From an optimization exercise on the open Yosys and OpenROAD flow, aimed at a short achievable clock period and few clock cycles; shortcuts taken in it are not production practice. Only simulation tests tie the RTL to the original design; equivalence was not proved. Power is estimated from default activity; no workload was simulated.

==> flow/design.v (excerpt) <==
module top_proc #(parameter [31:0] INITIAL_PC = 32'h00400000)
  (
    output wire [31:0] PC,             
    output wire [31:0] dAddress,       
    output wire [31:0] dWriteData,     
    output wire MemRead,               
    output wire MemWrite,              
    input wire clk,                    
    input wire rst,                    
    input wire [31:0] instr,           
    input wire [31:0] dReadData);
Size in the first run: ~6300 cells after synthesis, about 1400 flip-flops, ~160 I/O pins, roughly 0.077 mm^2 of cells after synthesis.
clock: 13.0 ns
lec_check: 0
abc_clock_period_in_ps: 3000
cap_margin: 20
core_margin: 2
core_utilization: 40
cts_cluster_diameter: 100
cts_cluster_size: 18
place_density: 0.6
slew_margin: 20
synth_hierarchical: 1
standard.sh (not shown) runs the stock make flow with config.mk's settings and CLKGATE_MAP_FILE= SYNTH_SCRIPT=/design/flow/synth_recipe.tcl, a recipe that flattens the netlist after the stock synthesis.
==> flow/flow/run.sh <==
#!/bin/bash
# The standard layout, with timing repair aiming well past the design's
# clock period (setup margin), so that the achieved period is as short as
# the design allows. The constraints are the design's own.
set -euo pipefail
MARGIN=$(cat flow/margin.txt)
bash standard.sh SETUP_SLACK_MARGIN=$MARGIN finish > standard_flow.log 2>&1
==> flow/flow/margin.txt <==
9.3
Testbench counts at the start, summed over its fixed seeds: cycles 16,470.
Then changed:
--- a/flow/design.v
+++ b/flow/design.v
@@ -163,40 +163,47 @@
                       .sa(d2m_e), .sb(d2w_e), .sc(d2r_e), .sd(1'b0));
   wire [31:0] alu_e, alu_a, alu_w;
   alu alu_inst (.result(alu_e), .aresult(alu_a), .wresult(alu_w),
                 .op1(op1), .op2(op2), .cin(sub_e),
                 .sop1(sop1), .shamt(shamt), .arith(arith_e), .sel(sel_e),
                 .asel(asel_e), .wsel(wsel_e));
   wire eq_e = (cmp1 == cmp2);
   wire zero_e;           
   sum_zero sum_zero_inst (.z(zero_e), .a(op1), .b(op2));
   wire mispred = br_e & (eq_e ^ pred_e);
+  reg        mp_r;
+  reg [31:2] alt_r;
+  always @(posedge clk) begin
+    mp_r  <= ~rst & mispred;
+    alt_r <= alt_e;
+  end
   wire dep = lw_e & (((rd_e == rs1) & use1) | ((rd_e == rs2) & use2));
   wire redo = rp_e;
   wire        near  = (instr[30:26] == {5{instr[31]}}) & (instr[7] == instr[31]);
   wire        pred;      
   wire [31:2] alt_e = pred_e ? pc_e + 30'd1 : pc_e + imm_e[31:2];
   wire [31:7] hi_p, hi_m;
   wire [31:2] next, altr;
   pc_early #(.INITIAL_PC(INITIAL_PC)) pc_early_inst (
-    .pc(pc_f), .pcn(pcn_f), .alt(redo ? pc_e : alt_e), .rst(rst),
+    .pc(pc_f), .pcn(pcn_f), .alt(redo ? pc_e : alt_r), .rst(rst),
     .hi_p(hi_p), .hi_m(hi_m), .next(next), .altr(altr));
   wire [31:2] npc;
-  pc_late pc_late_inst (
+  pc_late #(.LO(2), .HI(31)) pc_late_inst (
     .instr(instr), .pc(pc_f), .hi_p(hi_p), .hi_m(hi_m),
-    .next(next), .altr(altr), .red(mispred | redo | rst),
-    .rd_e(rd_e), .add_e(add_e), .zero_e(zero_e), .pred(pred), .npc(npc));
+    .next(next), .altr(altr), .red(mp_r | redo | rst),
+    .rd_e(rd_e), .add_e(add_e), .zero_e(zero_e), .npc(npc));
+  pc_pred pc_pred_inst (.taken(pred), .instr(instr), .rd_e(rd_e), .add_e(add_e), .zero_e(zero_e));
   always @(posedge clk) begin
     pc_out <= npc;
     pcn_f  <= ~npc;
   end
-  wire go = ~mispred & ~redo;
+  wire go = ~mispred & ~mp_r & ~redo;
   wire ex = go & ~dep;    
   wire use_imm = is_i | is_lw | is_sw;
   always @(posedge clk) begin
     if (rst) begin
       we_e <= 1'b0; lw_e <= 1'b0; ld_e <= 1'b0; st_e <= 1'b0; br_e <= 1'b0;
       rp_e <= 1'b0; add_e <= 1'b0;
     end else begin
       we_e <= ex & is_alu & (rd != 5'd0);
       lw_e <= ex & is_lw & (rd != 5'd0);
       ld_e <= ex & is_lw;
@@ -274,45 +281,59 @@
    input wire rst,
    output wire [31:7] hi_p,
    output wire [31:7] hi_m,
    output wire [31:2] next,
    output wire [31:2] altr);
   assign hi_p = pc[31:7] + 25'd1;
   assign hi_m = ~(pcn[31:7] + 25'd1);    
   assign next = pc + 30'd1;
   assign altr = rst ? INITIAL_PC[31:2] : alt;
 endmodule
-module pc_late
+module pc_late #(parameter LO = 2, parameter HI = 31)
   (input wire [31:0] instr,
    input wire [31:2] pc,
    input wire [31:7] hi_p,
    input wire [31:7] hi_m,
    input wire [31:2] next,
    input wire [31:2] altr,
    input wire red,              
    input wire [4:0] rd_e,       
    input wire add_e,            
    input wire zero_e,           
-   output wire pred,            
-   output wire [31:2] npc);
-  wire near  = (instr[30:26] == {5{instr[31]}}) & (instr[7] == instr[31]);
-  wire [4:0] rs1 = instr[19:15];
-  wire [4:0] rs2 = instr[24:20];
-  wire fused = add_e & (((rs1 == rd_e) & (rs2 == 5'd0)) | ((rs2 == rd_e) & (rs1 == 5'd0)));
-  assign pred = near & (fused ? zero_e : ((rs1 == rs2) | instr[31]));
-  wire taken = (instr[6:0] == 7'b1100011) & pred;
+   output wire [HI:LO] npc);
+  wire taken;
+  pc_pred pc_pred_inst (.taken(taken), .instr(instr), .rd_e(rd_e), .add_e(add_e), .zero_e(zero_e));
   wire [6:2] off = {instr[26:25], instr[11:9]};
   wire [7:2] lo  = {1'b0, pc[6:2]} + {1'b0, off};
   wire [31:7] hi_c0 = instr[31] ? hi_m : pc[31:7];
   wire [31:7] hi_c1 = instr[31] ? pc[31:7] : hi_p;
   wire [31:2] tgt = {lo[7] ? hi_c1 : hi_c0, lo[6:2]};
-  assign npc = red ? altr : taken ? tgt : next;
+  pc_mux #(.W(HI - LO + 1)) pc_mux_inst (
+    .y(npc), .red(red), .taken(taken), .a(altr[HI:LO]), .b(tgt[HI:LO]), .c(next[HI:LO]));
+endmodule
+module pc_mux #(parameter W = 1)
+  (output wire [W-1:0] y, input wire red, input wire taken,
+   input wire [W-1:0] a, input wire [W-1:0] b, input wire [W-1:0] c);
+  assign y = red ? a : taken ? b : c;
+endmodule
+module pc_pred
+  (output wire taken,
+   input wire [31:0] instr,
+   input wire [4:0] rd_e,
+   input wire add_e,
+   input wire zero_e);
+  wire beq  = (instr[6:0] == 7'b1100011);
+  wire near = (instr[30:26] == {5{instr[31]}}) & (instr[7] == instr[31]);
+  wire [4:0] rs1 = instr[19:15];
+  wire [4:0] rs2 = instr[24:20];
+  wire fused = add_e & (((rs1 == rd_e) & (rs2 == 5'd0)) | ((rs2 == rd_e) & (rs1 == 5'd0)));
+  assign taken = beq & near & ((fused & zero_e) | (~fused & ((rs1 == rs2) | instr[31])));
 endmodule
 module opmux #(parameter W = 32)
   (output wire [W-1:0] y,
    input wire [W-1:0] a, b, c, d,
    input wire sa, sb, sc, sd);
   assign y = ({W{sa}} & a) | ({W{sb}} & b) | ({W{sc}} & c) | ({W{sd}} & d);
 endmodule
 module opmux_pn
   (output wire [31:0] y,
    input wire [31:0] a, b, c, d,
The changed run ran to the end with no violations.
Combinational power went down by a quarter to a third.
Worst hold slack improved by 0.028 ns.
Count of clock-buffer cells in the layout went down by 2.
First-iteration DRC count went down by a few percent.
Wire length went up slightly.
Core utilization went down by 0.75 points.
Power went down by a few percent.
Testbench counts after the change, summed over its fixed seeds: cycles 16,524.

==> separate check: timing with driven ports <==
In the flow no input, the clock included, has a driving cell. The finished layouts below were timed again as built, in two steps.
Step 1 (the two cells are an assumption about what drives the block):
set clk [get_ports {clk}]
set_driving_cell -lib_cell sky130_fd_sc_hd__clkbuf_16 $clk
set_driving_cell -lib_cell sky130_fd_sc_hd__buf_2 [delete_from_list [all_inputs] $clk]
Step 2 times the ports against the registers' clock, not the clock port: input delays grow and output delays shrink by t, the midpoint of the rising clock arrivals with the driver on.
a / b / c = no drivers / after step 1 / after step 2; a / b = the first two.
run | shift t [ns] | setup WS [ns] | clock arrival spread, ns | worst register clock-pin slew, ns | worst data-port slew with drivers (ns)
the first run | 0.828 | 8.943 / 8.838 / 8.010 | 0.071 / 0.071 | 0.09 / 0.09 | 0.39
the second run | 0.828 | 9.044 / 8.941 / 8.113 | 0.059 / 0.059 | 0.09 / 0.09 | 0.38
After both steps every run listed still meets setup and hold. For the first run, which loses most, drivers alone change the setup slack by -0.105 ns; drivers and shift together by -0.933 ns.
